From an optimization exercise on the open Yosys and OpenROAD flow, aimed at small area; shortcuts taken in it are not production practice.
The RTL was checked by simulation tests, not by an equivalence proof against the original design.
No driver is modelled on the clock port, so clocking that relies on it looks cheaper here than on a real chip.
Power figures rest on the tool's default switching activity, not on a simulated workload.

Setup of main:
## Pong_Top
module Pong_Top (input i_Clk, input i_Rst, input i_Switch_2, input i_Switch_1, input i_Switch_3, input i_Switch_4,
   output o_VGA_HSync,
   output o_VGA_VSync,
   output o_VGA_Red_0,
   output o_VGA_Red_1,
   output o_VGA_Red_2,
   output o_VGA_Grn_0,
   output o_VGA_Grn_1,
   output o_VGA_Grn_2,
   output o_VGA_Blu_0,
   output o_VGA_Blu_1,
   output o_VGA_Blu_2);
function [9:0] inc10(input [9:0] x);
  integer i;
  reg c;
  begin
    c = 1'b1;
    for (i = 0; i < 10; i = i + 1) begin
      inc10[i] = x[i] ^ c;
      c = c & x[i];
    end
  end
endfunction
function [9:0] updn10(input [9:0] x, input dn);
  integer i;
  reg c;
  begin
    c = 1'b1;
    for (i = 0; i < 10; i = i + 1) begin
      updn10[i] = x[i] ^ c;
      c = c & (x[i] ^ dn);
    end
  end
endfunction
function [9:0] tog10(input [9:0] x, input en, input dn);
  integer i;
  reg c;
  begin
    c = en;
    for (i = 0; i < 10; i = i + 1) begin
      tog10[i] = x[i] ^ c;
      c = c & (x[i] ^ dn);
    end
  end
endfunction
function [5:0] sub5(input [4:0] a, input [4:0] b);
  integer i;
  reg c;
  begin
    c = 1'b1;
    for (i = 0; i < 5; i = i + 1) begin
      sub5[i] = a[i] ^ ~b[i] ^ c;
      c = (a[i] & ~b[i]) | ((a[i] | ~b[i]) & c);
    end
    sub5[5] = ~c;
  end
endfunction
function [10:0] sub10(input [9:0] a, input [9:0] b);
  integer i;
  reg c;
  ...
export LEC_CHECK = 0
export CAP_MARGIN = 20
export CORE_MARGIN = 2
export CORE_UTILIZATION = 40
export CTS_BUF_LIST = sky130_fd_sc_hd__clkbuf_8
export SLEW_MARGIN = 20
export SYNTH_HIERARCHICAL = 1
create_clock -name core_clock -period 40.0 [get_ports {i_Clk}]
standard.sh (not shown) runs the stock make flow with config.mk's settings and CLKGATE_MAP_FILE= SYNTH_SCRIPT=/design/flow/synth_recipe.tcl, a recipe that flattens the netlist after the stock synthesis.
==> flow/flow/run.sh <==
#!/bin/bash
# The standard layout (the standard.sh, standard synthesis unchanged) with
# three area changes:
#  * ports are buffered with sky130_fd_sc_hd__buf_1,
#  * clock tree synthesis uses clkbuf_8 and inserts no dummy loads; after
#    it, clock buffers driving at most 10 sinks become clkbuf_4
#    (flow/clkdown.tcl),
#  * after floorplan, each combinational cell is swapped to the smallest
#    drive strength of its own cell family (flow/downsize.tcl); later
#    repair steps resize again where slew, capacitance or timing need it.
# The make output goes to standard.log; each ORFS step logs under orfs/logs.
set -euo pipefail
F="$(pwd)/flow"
bash standard.sh \
  BUFFER_PORTS_ARGS="-buffer_cell sky130_fd_sc_hd__buf_1" \
  CTS_ARGS="-sink_clustering_enable -repair_clock_nets -dont_use_dummy_load -buf_list sky130_fd_sc_hd__clkbuf_8" \
  POST_FLOORPLAN_TCL="$F/downsize.tcl" \
  POST_CTS_TCL="$F/clkdown.tcl" \
  finish > standard.log 2>&1
Other scripts of this flow, unchanged in this note and not shown: flow/flow/clkdown.tcl, flow/flow/downsize.tcl
The inputs of the feature branch differ from those of main as listed below.
-- flow/design.v --
<<< main, line 141
reg       r_vmove;     
reg       r_vdir;      
reg [3:0] r_bq;        
reg [4:0] r_br;        
reg [9:0] r_bs;        
reg [4:0] r_div;
wire [4:0] w_div_inc;
>>> the feature branch, line 141
reg       r_vmove;     
reg       r_vdir;      
reg [3:0] r_bqn;       
reg [4:0] r_brn;       
reg [9:0] r_bsn;       
wire [3:0] r_bq = ~r_bqn;
wire [4:0] r_br = ~r_brn;
wire [9:0] r_bs = ~r_bsn;
reg [4:0] r_div;
wire [4:0] w_div_inc;
<<< main, line 178
wire [4:0] w_br_step;
wire [3:0] w_bq_step;
tgl_n #(10) u_bs_step (.x(r_bs), .en(w_en_bs), .dn(~r_parked & ~r_dir), .y(w_bs_step));
tgl_n #(5) u_br_step (.x(r_br), .en(w_en_row & ~w_carry & ~w_wrap), .dn(~r_vdir), .y(w_br_step));
tgl_n #(4) u_bq_step (.x(r_bq), .en(w_en_row & w_carry), .dn(~r_vdir), .y(w_bq_step));
always @(posedge i_Clk) begin
  r_bs <= w_ld_bs ? 10'd11 : w_bs_step;
  if (w_ld_row) begin
    r_bq <= 4'd8;
    r_br <= 5'd0;
  end else if (w_en_row & w_wrap) begin
    r_bq <= r_vdir ? 4'd0 : 4'd15;
    r_br <= r_vdir ? 5'd5 : 5'd24;
  end else if (w_en_row & w_carry) begin
    r_bq <= w_bq_step;
    r_br <= r_vdir ? 5'd0 : 5'd29;
  end else begin
    r_bq <= w_bq_step;
    r_br <= w_br_step;
  end
end
>>> the feature branch, line 181
wire [4:0] w_br_step;
wire [3:0] w_bq_step;
tgl_n #(10) u_bs_step (.x(r_bsn), .en(w_en_bs), .dn(r_parked | r_dir), .y(w_bs_step));
tgl_n #(5) u_br_step (.x(r_brn), .en(w_en_row & ~w_carry & ~w_wrap), .dn(r_vdir), .y(w_br_step));
tgl_n #(4) u_bq_step (.x(r_bqn), .en(w_en_row & w_carry), .dn(r_vdir), .y(w_bq_step));
always @(posedge i_Clk) begin
  r_bsn <= w_ld_bs ? ~10'd11 : w_bs_step;
  if (w_ld_row) begin
    r_bqn <= ~4'd8;
    r_brn <= ~5'd0;
  end else if (w_en_row & w_wrap) begin
    r_bqn <= r_vdir ? ~4'd0 : ~4'd15;
    r_brn <= r_vdir ? ~5'd5 : ~5'd24;
  end else if (w_en_row & w_carry) begin
    r_bqn <= w_bq_step;
    r_brn <= r_vdir ? ~5'd0 : ~5'd29;
  end else begin
    r_bqn <= w_bq_step;
    r_brn <= w_br_step;
  end
end
<<< main, line 263
  assign y[N-1] = x[N-1] ^ c[N-1];
endmodule
module tgl_bit (input x, input ci, input dn, output y, output co);
  assign y = x ^ ci;
  assign co = ci & (x ^ dn);
endmodule
module tgl_n #(parameter N = 10) (input [N-1:0] x, input en, input dn, output [N-1:0] y);
  wire [N-1:0] c;
  assign c[0] = en;
  genvar i;
  generate for (i = 0; i < N - 1; i = i + 1) begin : g
    tgl_bit u (.x(x[i]), .ci(c[i]), .dn(dn), .y(y[i]), .co(c[i+1]));
  end endgenerate
  assign y[N-1] = x[N-1] ^ c[N-1];
endmodule
module sub_bit (input a, input b, input ci, output y, output co);
>>> the feature branch, line 266
  assign y[N-1] = x[N-1] ^ c[N-1];
endmodule
module tgl_bit (input x, input ci, input dn, output y, output co_n);
  assign y = x ^ ci;
  assign co_n = ~(ci & (x ^ dn));
endmodule
module tgl_bit_n (input x, input ci_n, input dn, output y, output co);
  assign y = ~(x ^ ci_n);
  assign co = ~(ci_n | ~(x ^ dn));
endmodule
module tgl_n #(parameter N = 10) (input [N-1:0] x, input en, input dn, output [N-1:0] y);
  wire [N-1:0] c;      
  assign c[0] = en;
  genvar i;
  generate for (i = 0; i < N - 1; i = i + 1) begin : g
    if (i % 2 == 0) begin : e
      tgl_bit u (.x(x[i]), .ci(c[i]), .dn(dn), .y(y[i]), .co_n(c[i+1]));
    end else begin : o
      tgl_bit_n u (.x(x[i]), .ci_n(c[i]), .dn(dn), .y(y[i]), .co(c[i+1]));
    end
  end endgenerate
  if ((N - 1) % 2 == 0) begin : le
    assign y[N-1] = x[N-1] ^ c[N-1];
  end else begin : lo
    assign y[N-1] = ~(x[N-1] ^ c[N-1]);
  end
endmodule
module sub_bit (input a, input b, input ci, output y, output co);
[summary]
The feature branch: full flow OK, the timing, design-rule and antenna checks passed
Going from main to the feature branch, average vias per placed instance -about 1.6%, share of post-route cells with drive strength above 1 +1.1 points, clock network power share dropped 0.2 points, half-perimeter wire length after detailed placement lost 0.31%, number of fillers in the final layout went up by 1.5%.
Clock slew seen by the registers of the worst setup and hold paths: the feature branch vs main — no meaningful difference
Site row count: main vs the feature branch identical

what the ideal ports hide:
The flow's constraints put no driver on any port. The routed layouts listed below were extracted and timed again, unchanged, in two steps. Step 1 sets driving cells, clkbuf_16 on the clock port and buf_2 on the other inputs (assumed; they add their load-dependent delay and slew). Step 2 times the ports against the registers' clock, not the clock port: input delays grow and output delays shrink by t, the midpoint of the rising clock arrivals with the driver on. Three values: no drivers, after step 1, after step 2; two values: the first two.
| run | shift t [ns] | slack for setup (ns) | clock arrival spread, ns | slew at the worst register clock pin (ns) |
|---|---|---|---|---|
| main | 0.477 | 30.296 / 30.267 / 30.742 | 0.034 / 0.034 | 0.11 / 0.11 |
| the feature branch | 0.472 | 30.322 / 30.290 / 30.652 | 0.032 / 0.031 | 0.10 / 0.10 |
After both steps setup and hold are still met in every run listed.
